From an optimization exercise on the open Yosys and OpenROAD flow, aimed at small area, a short achievable clock period and few clock cycles per item; shortcuts taken in it are not production practice. In this exercise RTL edits were held to simulation tests only and were not proved equivalent to the original. Power figures rest on the tool's default switching activity, not on a simulated workload.

==> inputs of 06-26 <==
==> flow/design.v (excerpt) <==
module multiply_32 #(parameter N=32) (clk, reset, enable, multiplier, multiplicand, ready, product_upper, product_lower);
   input clk;
   input reset;
   input enable;
   input [N-1:0] multiplier;
   input [N-1:0] multiplicand;
   output reg ready;
   output [N-1:0] product_upper;
   output [N-1:0] product_lower;
   wire [31:0] a = multiplicand;
   wire [31:0] b = multiplier;
   wire pp_0_0 = ~(b[0] & a[0]);
   wire pp_0_1 = ~(b[0] & a[1]);
   wire pp_0_2 = ~(b[0] & a[2]);
   wire pp_0_3 = ~(b[0] & a[3]);
   wire pp_0_4 = ~(b[0] & a[4]);
   wire pp_0_5 = ~(b[0] & a[5]);
   wire pp_0_6 = ~(b[0] & a[6]);
   wire pp_0_7 = ~(b[0] & a[7]);
   wire pp_0_8 = ~(b[0] & a[8]);
   wire pp_0_9 = ~(b[0] & a[9]);
   wire pp_0_10 = ~(b[0] & a[10]);
   wire pp_0_11 = ~(b[0] & a[11]);
   wire pp_0_12 = ~(b[0] & a[12]);
   wire pp_0_13 = ~(b[0] & a[13]);
   wire pp_0_14 = ~(b[0] & a[14]);
   wire pp_0_15 = ~(b[0] & a[15]);
   wire pp_0_16 = ~(b[0] & a[16]);
   wire pp_0_17 = ~(b[0] & a[17]);
   wire pp_0_18 = ~(b[0] & a[18]);
   wire pp_0_19 = ~(b[0] & a[19]);
   wire pp_0_20 = ~(b[0] & a[20]);
   wire pp_0_21 = ~(b[0] & a[21]);
   wire pp_0_22 = ~(b[0] & a[22]);
   wire pp_0_23 = ~(b[0] & a[23]);
   wire pp_0_24 = ~(b[0] & a[24]);
   wire pp_0_25 = ~(b[0] & a[25]);
   wire pp_0_26 = ~(b[0] & a[26]);
   wire pp_0_27 = ~(b[0] & a[27]);
   wire pp_0_28 = ~(b[0] & a[28]);
   wire pp_0_29 = ~(b[0] & a[29]);
   wire pp_0_30 = ~(b[0] & a[30]);
   wire pp_0_31 = ~(b[0] & a[31]);
   wire pp_1_0 = ~(b[1] & a[0]);
   wire pp_1_1 = ~(b[1] & a[1]);
   wire pp_1_2 = ~(b[1] & a[2]);
   wire pp_1_3 = ~(b[1] & a[3]);
   wire pp_1_4 = ~(b[1] & a[4]);
   wire pp_1_5 = ~(b[1] & a[5]);
   wire pp_1_6 = ~(b[1] & a[6]);
   wire pp_1_7 = ~(b[1] & a[7]);
   wire pp_1_8 = ~(b[1] & a[8]);
   wire pp_1_9 = ~(b[1] & a[9]);
   wire pp_1_10 = ~(b[1] & a[10]);
   wire pp_1_11 = ~(b[1] & a[11]);
   wire pp_1_12 = ~(b[1] & a[12]);
   wire pp_1_13 = ~(b[1] & a[13]);
   wire pp_1_14 = ~(b[1] & a[14]);
   wire pp_1_15 = ~(b[1] & a[15]);
   wire pp_1_16 = ~(b[1] & a[16]);
   wire pp_1_17 = ~(b[1] & a[17]);
  ...
==> flow/config.mk <==
export PLATFORM = sky130hd
export DESIGN_NAME = multiply_32
export DESIGN_NICKNAME = multiply_32
export VERILOG_FILES = /design/flow/design.v
export SDC_FILE = /design/flow/constraint.sdc
export NUM_CORES = 4
export LEC_CHECK = 0
export CAP_MARGIN = 20
export CORE_MARGIN = 2
export CORE_UTILIZATION = 60
export CTS_BUF_LIST = sky130_fd_sc_hd__clkbuf_4 sky130_fd_sc_hd__clkbuf_8
export GPL_TIMING_DRIVEN = 0
export PLACE_DENSITY = 0.7
export SLEW_MARGIN = 20
export SYNTH_HIERARCHICAL = 1
export SYNTH_MINIMUM_KEEP_SIZE = 0
==> flow/constraint.sdc <==
create_clock -name core_clock -period 14.0 [get_ports {clk}]
set_input_delay 2.8000 -clock core_clock [delete_from_list [all_inputs] [get_ports {clk}]]
set_output_delay 2.8000 -clock core_clock [all_outputs]
set_load 0.01 [all_outputs]
standard.sh (not shown) runs the stock make flow with config.mk's settings and CLKGATE_MAP_FILE= SYNTH_SCRIPT=/design/flow/synth_recipe.tcl, a recipe that flattens the netlist after the stock synthesis.
==> flow/flow/run.sh <==
#!/bin/bash
set -e
export BUFFER_PORTS_ARGS="-buffer_cell sky130_fd_sc_hd__buf_2"
export SKIP_BUFFER_REMOVAL=1
export SETUP_SLACK_MARGIN=7.5
bash standard.sh > standard.log 2>&1
==> 02-11 (differences from 06-26) <==
==> flow/flow/run.sh (replaced) <==
#!/bin/bash
set -e
export DONT_BUFFER_PORTS=1
export PRE_GLOBAL_PLACE_TCL=$PWD/flow/io_buffers.tcl
export SETUP_SLACK_MARGIN=7.5
bash standard.sh > standard.log 2>&1
==> flow/flow/io_buffers.tcl (new file) <==
buffer_ports -inputs -buffer_cell sky130_fd_sc_hd__buf_6
buffer_ports -outputs -buffer_cell sky130_fd_sc_hd__buf_2
CORE_UTILIZATION = 40   (was 60)
CTS_BUF_LIST = default   (was sky130_fd_sc_hd__clkbuf_4 sky130_fd_sc_hd__clkbuf_8)
GPL_TIMING_DRIVEN = default   (was 0)
PLACE_DENSITY = default   (was 0.7)
==> comparison <==
- 02-11 ran to the end with no violations. 06-26 went through all stages and came out clean.
- In area after synthesis, 02-11 and 06-26 do not differ.
- In 06-26 the via count is larger than in 02-11, by 11%.
- Count of clock-buffer cells in the layout is the same in 02-11 and 06-26.
- Of 06-26 and 02-11, 06-26 has the higher core utilization (gap 27 points).
- Of 06-26 and 02-11, 02-11 has the higher clock power (gap about 24%, measured against 02-11).
==> figures <==
                                                                                    06-26         02-11
Status                                                           timing/DRC/antenna clean  timing/DRC/antenna clean
Non-clock buffer share of cell area                                                 11.1%       0.0872%
Final clock period utilization by the worst path                                    46.7%         45.5%
Longest individual stage delay on the worst path                                  0.73 ns       0.57 ns
Fraction of standard cell area that is sequential                                   10.5%         11.7%
Total area of multi-input combinational cells                                0.0260 sq mm  0.0258 sq mm
Clock edge transition at the registers on the reported setup and hold paths       0.08 ns       0.07 ns
Post-route non-filler standard cell count                                           3,771         3,738
Number of nets in the layout                                                        4,044         3,650
Inserted Diodes                                                                         1             0
Fill cell instance count of the final layout                                        4,012         7,488
Initial DRC Count                                                                   2,524         2,020
Testbench counts of 06-26, summed over its fixed seeds: cycles 2,400, items 2,400.
Testbench counts of 02-11, summed over its fixed seeds: cycles 2,400, items 2,400.

## port drivers added, routing unchanged
The flow's constraints put no driver on any port. The routed layouts listed below were extracted and timed again, unchanged, in two steps. Step 1 sets driving cells, clkbuf_16 on the clock port and buf_2 on the other inputs (assumed; they add their load-dependent delay and slew). Step 2 also shifts input and output timing later by t, the mid clock arrival at the registers, as if the neighbouring blocks saw the same clock. Slacks: ideal / step 1 / step 2; pairs: ideal / step 1.
run | t, ns | slack for setup (ns) | hold WS [ns] | worst setup path after step 2 | max-slew violations | max-capacitance violations | cell pins on the clock port's net
06-26 | 0.610 | 7.467 / 7.458 / 6.886 | 0.484 / 0.484 / 0.484 | input to register | 0 / 0 | 0 / 0 | 1
02-11 | 0.542 | 7.631 / 6.848 / 6.306 | 0.553 / 0.554 / 0.554 | input to register | 0 / 124 | 0 / 1 | 1
After both steps setup and hold are still met in every run listed. With drivers on, slew violations rise in 02-11. The drivers bring new capacitance violations in 02-11. The setup slack of 02-11, which loses most, moves by -0.783 ns with the drivers and by -1.325 ns with both steps.
